From an optimization exercise on the open Yosys and OpenROAD flow, aimed at small area and a short achievable clock period; shortcuts taken in it are not production practice.
At most, simulation tests tie the RTL to the original design; equivalence was not proved.
Power and IR drop assume default switching activity.

==> flow/design.v (excerpt) <==
module CPU (
    input clk,
    input reset,
    output [15:0] pc,
    input [15:0] instr,
    output [15:0] alu_out,
    output mem_read,
    output mem_write,
    input [15:0] mem_data
);
    wire stall;
    reg        started;
    reg        ex_sel_sum, ex_sel_and, ex_sel_or, wb_hold;
    reg [15:0] pc_reg;
    reg        id_mem_read, id_mem_write, id_reg_write;
    reg [1:0]  id_alu_op;
    reg        id_sub;
    reg [3:0]  id_ra;
    reg [15:0] id_sel1, id_sel2;   
    reg [15:0] ex_p, ex_g;
    reg        ex_sub;
    reg        ex_mem_read, ex_reg_write;
    reg [3:0]  ex_rd;
    reg [15:0] wb_result;
    reg        wb_mem_read;
    reg [15:0] wb_we;        
    wire       dec_mem_read, dec_mem_write, dec_reg_write;
    wire [1:0] dec_alu_op;
    wire [15:0] next_sel1, next_sel2;
    wire [15:0] rf_data1, rf_data2, id_p, id_g, alu_sum, alu_and, alu_or;
    reg  [15:0] ex_we;
    Control_Unit cu (
        .opcode(instr[15:12]),
        .mem_read(dec_mem_read),
        .mem_write(dec_mem_write),
        .reg_write(dec_reg_write),
        .alu_op(dec_alu_op)
    );
    Hazard_Detection_Unit hdu (
        .clk(clk),
        .reset(reset),
        .id_mem_read(id_mem_read),
        .id_rd(id_ra),
        .instr(instr),
        .stall(stall)
    );
    always @(posedge clk or posedge reset) begin
        if (reset) begin
            pc_reg       <= 16'b0;
            id_mem_read  <= 1'b0;
            id_mem_write <= 1'b0;
            id_reg_write <= 1'b0;
        end else begin
            pc_reg <= pc_reg + {15'b0, ~stall};
            if (!stall) begin
                id_mem_read  <= dec_mem_read;
                id_mem_write <= dec_mem_write;
            end
            id_reg_write <= dec_reg_write;
        end
    end
    always @(posedge clk) begin
        id_alu_op <= dec_alu_op;
  ...
Settings: LEC_CHECK=0, CAP_MARGIN=20, CORE_MARGIN=2, CORE_UTILIZATION=60, CTS_BUF_LIST=sky130_fd_sc_hd__clkbuf_16, CTS_CLUSTER_DIAMETER=80, CTS_CLUSTER_SIZE=24, SETUP_SLACK_MARGIN=1.6, SLEW_MARGIN=20, SYNTH_HIERARCHICAL=1; clock period 3.5 ns.
standard.sh (not shown) runs the stock make flow with config.mk's settings and CLKGATE_MAP_FILE= SYNTH_SCRIPT=/design/flow/synth_recipe.tcl, a recipe that flattens the netlist after the stock synthesis.
==> flow/flow/run.sh <==
#!/bin/bash
set -euo pipefail
bash standard.sh synth > synth.log 2>&1
bash standard.sh MATCH_CELL_FOOTPRINT=0 \
  "BUFFER_PORTS_ARGS=-buffer_cell sky130_fd_sc_hd__buf_2" \
  "CTS_ARGS=-sink_clustering_enable -repair_clock_nets -buf_list sky130_fd_sc_hd__clkbuf_16 -sink_clustering_size 24 -sink_clustering_max_diameter 80 -dont_use_dummy_load" \
  finish > layout.log 2>&1
Change:
SYNTH_HIERARCHICAL = not set   (was 1)
Result: Count of clock-buffer cells in the layout does not change. Worst hold slack gets better by 290 ps. Final area drops by 0.52%. Clock skew climbs by 13 ps. Global-route usage climbs by 6.6 points. Utilization climbs by 1.9 points.
Function was not checked in any run of this note: the RTL went through the layout flow alone.


== the previous run ==
Another version of the RTL of CPU (not shown whole).
Size in the first run: ~1200 cells after synthesis, about 390 flip-flops, roughly 68 I/O pins, ~16000 µm² of cells after synthesis.
==> flow/design.v (excerpt) <==
module CPU (
    input clk,
    input reset,
    output [15:0] pc,
    input [15:0] instr,
    output [15:0] alu_out,
    output mem_read,
    output mem_write,
    input [15:0] mem_data
);
    wire stall;
    reg  [1:0] after_reset;
    wire       rf_clear = after_reset != 2'd3;
    wire       started  = after_reset != 2'd0;
    reg        ex_sel_sum, ex_sel_and, ex_sel_or, wb_hold;
    reg [15:0] pc_reg;
    reg        id_mem_read, id_mem_write, id_reg_write;
    reg [1:0]  id_alu_op;
    reg        id_sub;
    reg [3:0]  id_ra;
    reg [15:0] id_sel1, id_sel2;   
    reg [15:0] ex_p, ex_g;
    reg        ex_sub;
    reg        ex_mem_read, ex_reg_write;
    reg [3:0]  ex_rd;
    reg [15:0] wb_result;
    reg        wb_mem_read;
    reg [15:0] wb_we;        
    wire       dec_mem_read, dec_mem_write, dec_reg_write;
    wire [1:0] dec_alu_op;
    wire [15:0] next_sel1, next_sel2;
    wire [15:0] rf_data1, rf_data2, id_p, id_g, alu_sum, alu_and, alu_or;
    reg  [15:0] ex_we;
    Control_Unit cu (
        .opcode(instr[15:12]),
        .mem_read(dec_mem_read),
        .mem_write(dec_mem_write),
        .reg_write(dec_reg_write),
        .alu_op(dec_alu_op)
    );
    Hazard_Detection_Unit hdu (
        .clk(clk),
        .reset(reset),
        .id_mem_read(id_mem_read),
        .id_rd(id_ra),
        .instr(instr),
        .stall(stall)
    );
    always @(posedge clk or posedge reset) begin
        if (reset) begin
            after_reset  <= 2'd0;
            pc_reg       <= 16'b0;
            id_mem_read  <= 1'b0;
            id_mem_write <= 1'b0;
        end else begin
            if (rf_clear)
                after_reset <= after_reset + 2'd1;
            pc_reg <= pc_reg + {15'b0, ~stall};
            if (!stall) begin
                id_mem_read  <= dec_mem_read;
                id_mem_write <= dec_mem_write;
            end
        end
    end
    always @(posedge clk) begin
        id_reg_write <= dec_reg_write;
        id_alu_op    <= dec_alu_op;
        id_sub       <= dec_alu_op == 2'd1;
  ...
export LEC_CHECK = 0
export CAP_MARGIN = 20
export CORE_MARGIN = 2
export CORE_UTILIZATION = 60
export CTS_BUF_LIST = sky130_fd_sc_hd__clkbuf_16
export CTS_CLUSTER_DIAMETER = 80
export CTS_CLUSTER_SIZE = 24
export SETUP_SLACK_MARGIN = 1.6
export SLEW_MARGIN = 20
export TNS_END_PERCENT = 0
create_clock -name core_clock -period 3.5 [get_ports {clk}]
Scripts as last shown in full above: flow/flow/run.sh
#### Input delta (the current run over the previous run)
diff --git a/flow/config.mk b/flow/config.mk
--- a/flow/config.mk
+++ b/flow/config.mk
@@ -14 +14 @@
-export SETUP_SLACK_MARGIN = 1.6
+export SETUP_SLACK_MARGIN = 1.7
@@ -16 +15,0 @@
-export TNS_END_PERCENT = 0
- Routed wire in the current run totals more than in the previous run.
- The previous run and the current run ended up with nearly the same worst-skew pair later-pin latency.
- The current run and the previous run ended up with roughly the same hold slack.
- Compared with the previous run, in the current run core utilization higher, post-layout minimum cycle time lower, setup slack higher.
- Required time of the worst setup path for the current run is lower than for the previous run.
- Diff the previous run -> the current run: via total after detailed routing climbed about 3%; highest cell delay on the worst timing path fell 410 ps; worst-case vdd ir drop up 0.0040 mV; worst max-slew margin expressed relative to the limit moved up.

[what the ideal ports hide]
No port has a modelled driver above. Below, the same layouts with a new extraction and two added sets of constraints. Step 1 (the two cells are an assumption about what drives the block):
set clk [get_ports {clk}]
set_driving_cell -lib_cell sky130_fd_sc_hd__clkbuf_16 $clk
set_driving_cell -lib_cell sky130_fd_sc_hd__buf_2 [delete_from_list [all_inputs] $clk]
Step 2 also shifts input and output timing later by t, the mid clock arrival at the registers, as if the neighbouring blocks saw the same clock. Three values: ideal ports, drivers, drivers and shift; two values: the first two.
run	shift t [ns]	slack for setup (ns)	hold slack, ns	latest minus earliest clock arrival (ns)
the first run of note 1	0.564	1.558 / 1.558 / 1.533	0.029 / -0.003 / 0.333	0.035 / 0.035
the second run of note 1	0.569	1.368 / 1.368 / 1.368	0.321 / 0.289 / 0.340	0.047 / 0.046
the previous run	0.562	1.476 / 1.476 / 1.344	0.276 / 0.245 / 0.343	0.048 / 0.047
the current run	0.559	1.646 / 1.646 / 1.251	0.276 / 0.249 / 0.341	0.040 / 0.039
After both steps every run listed still meets setup and hold. For the current run, which loses most, drivers alone change the setup slack by 0.000 ns; drivers and shift together by -0.395 ns.
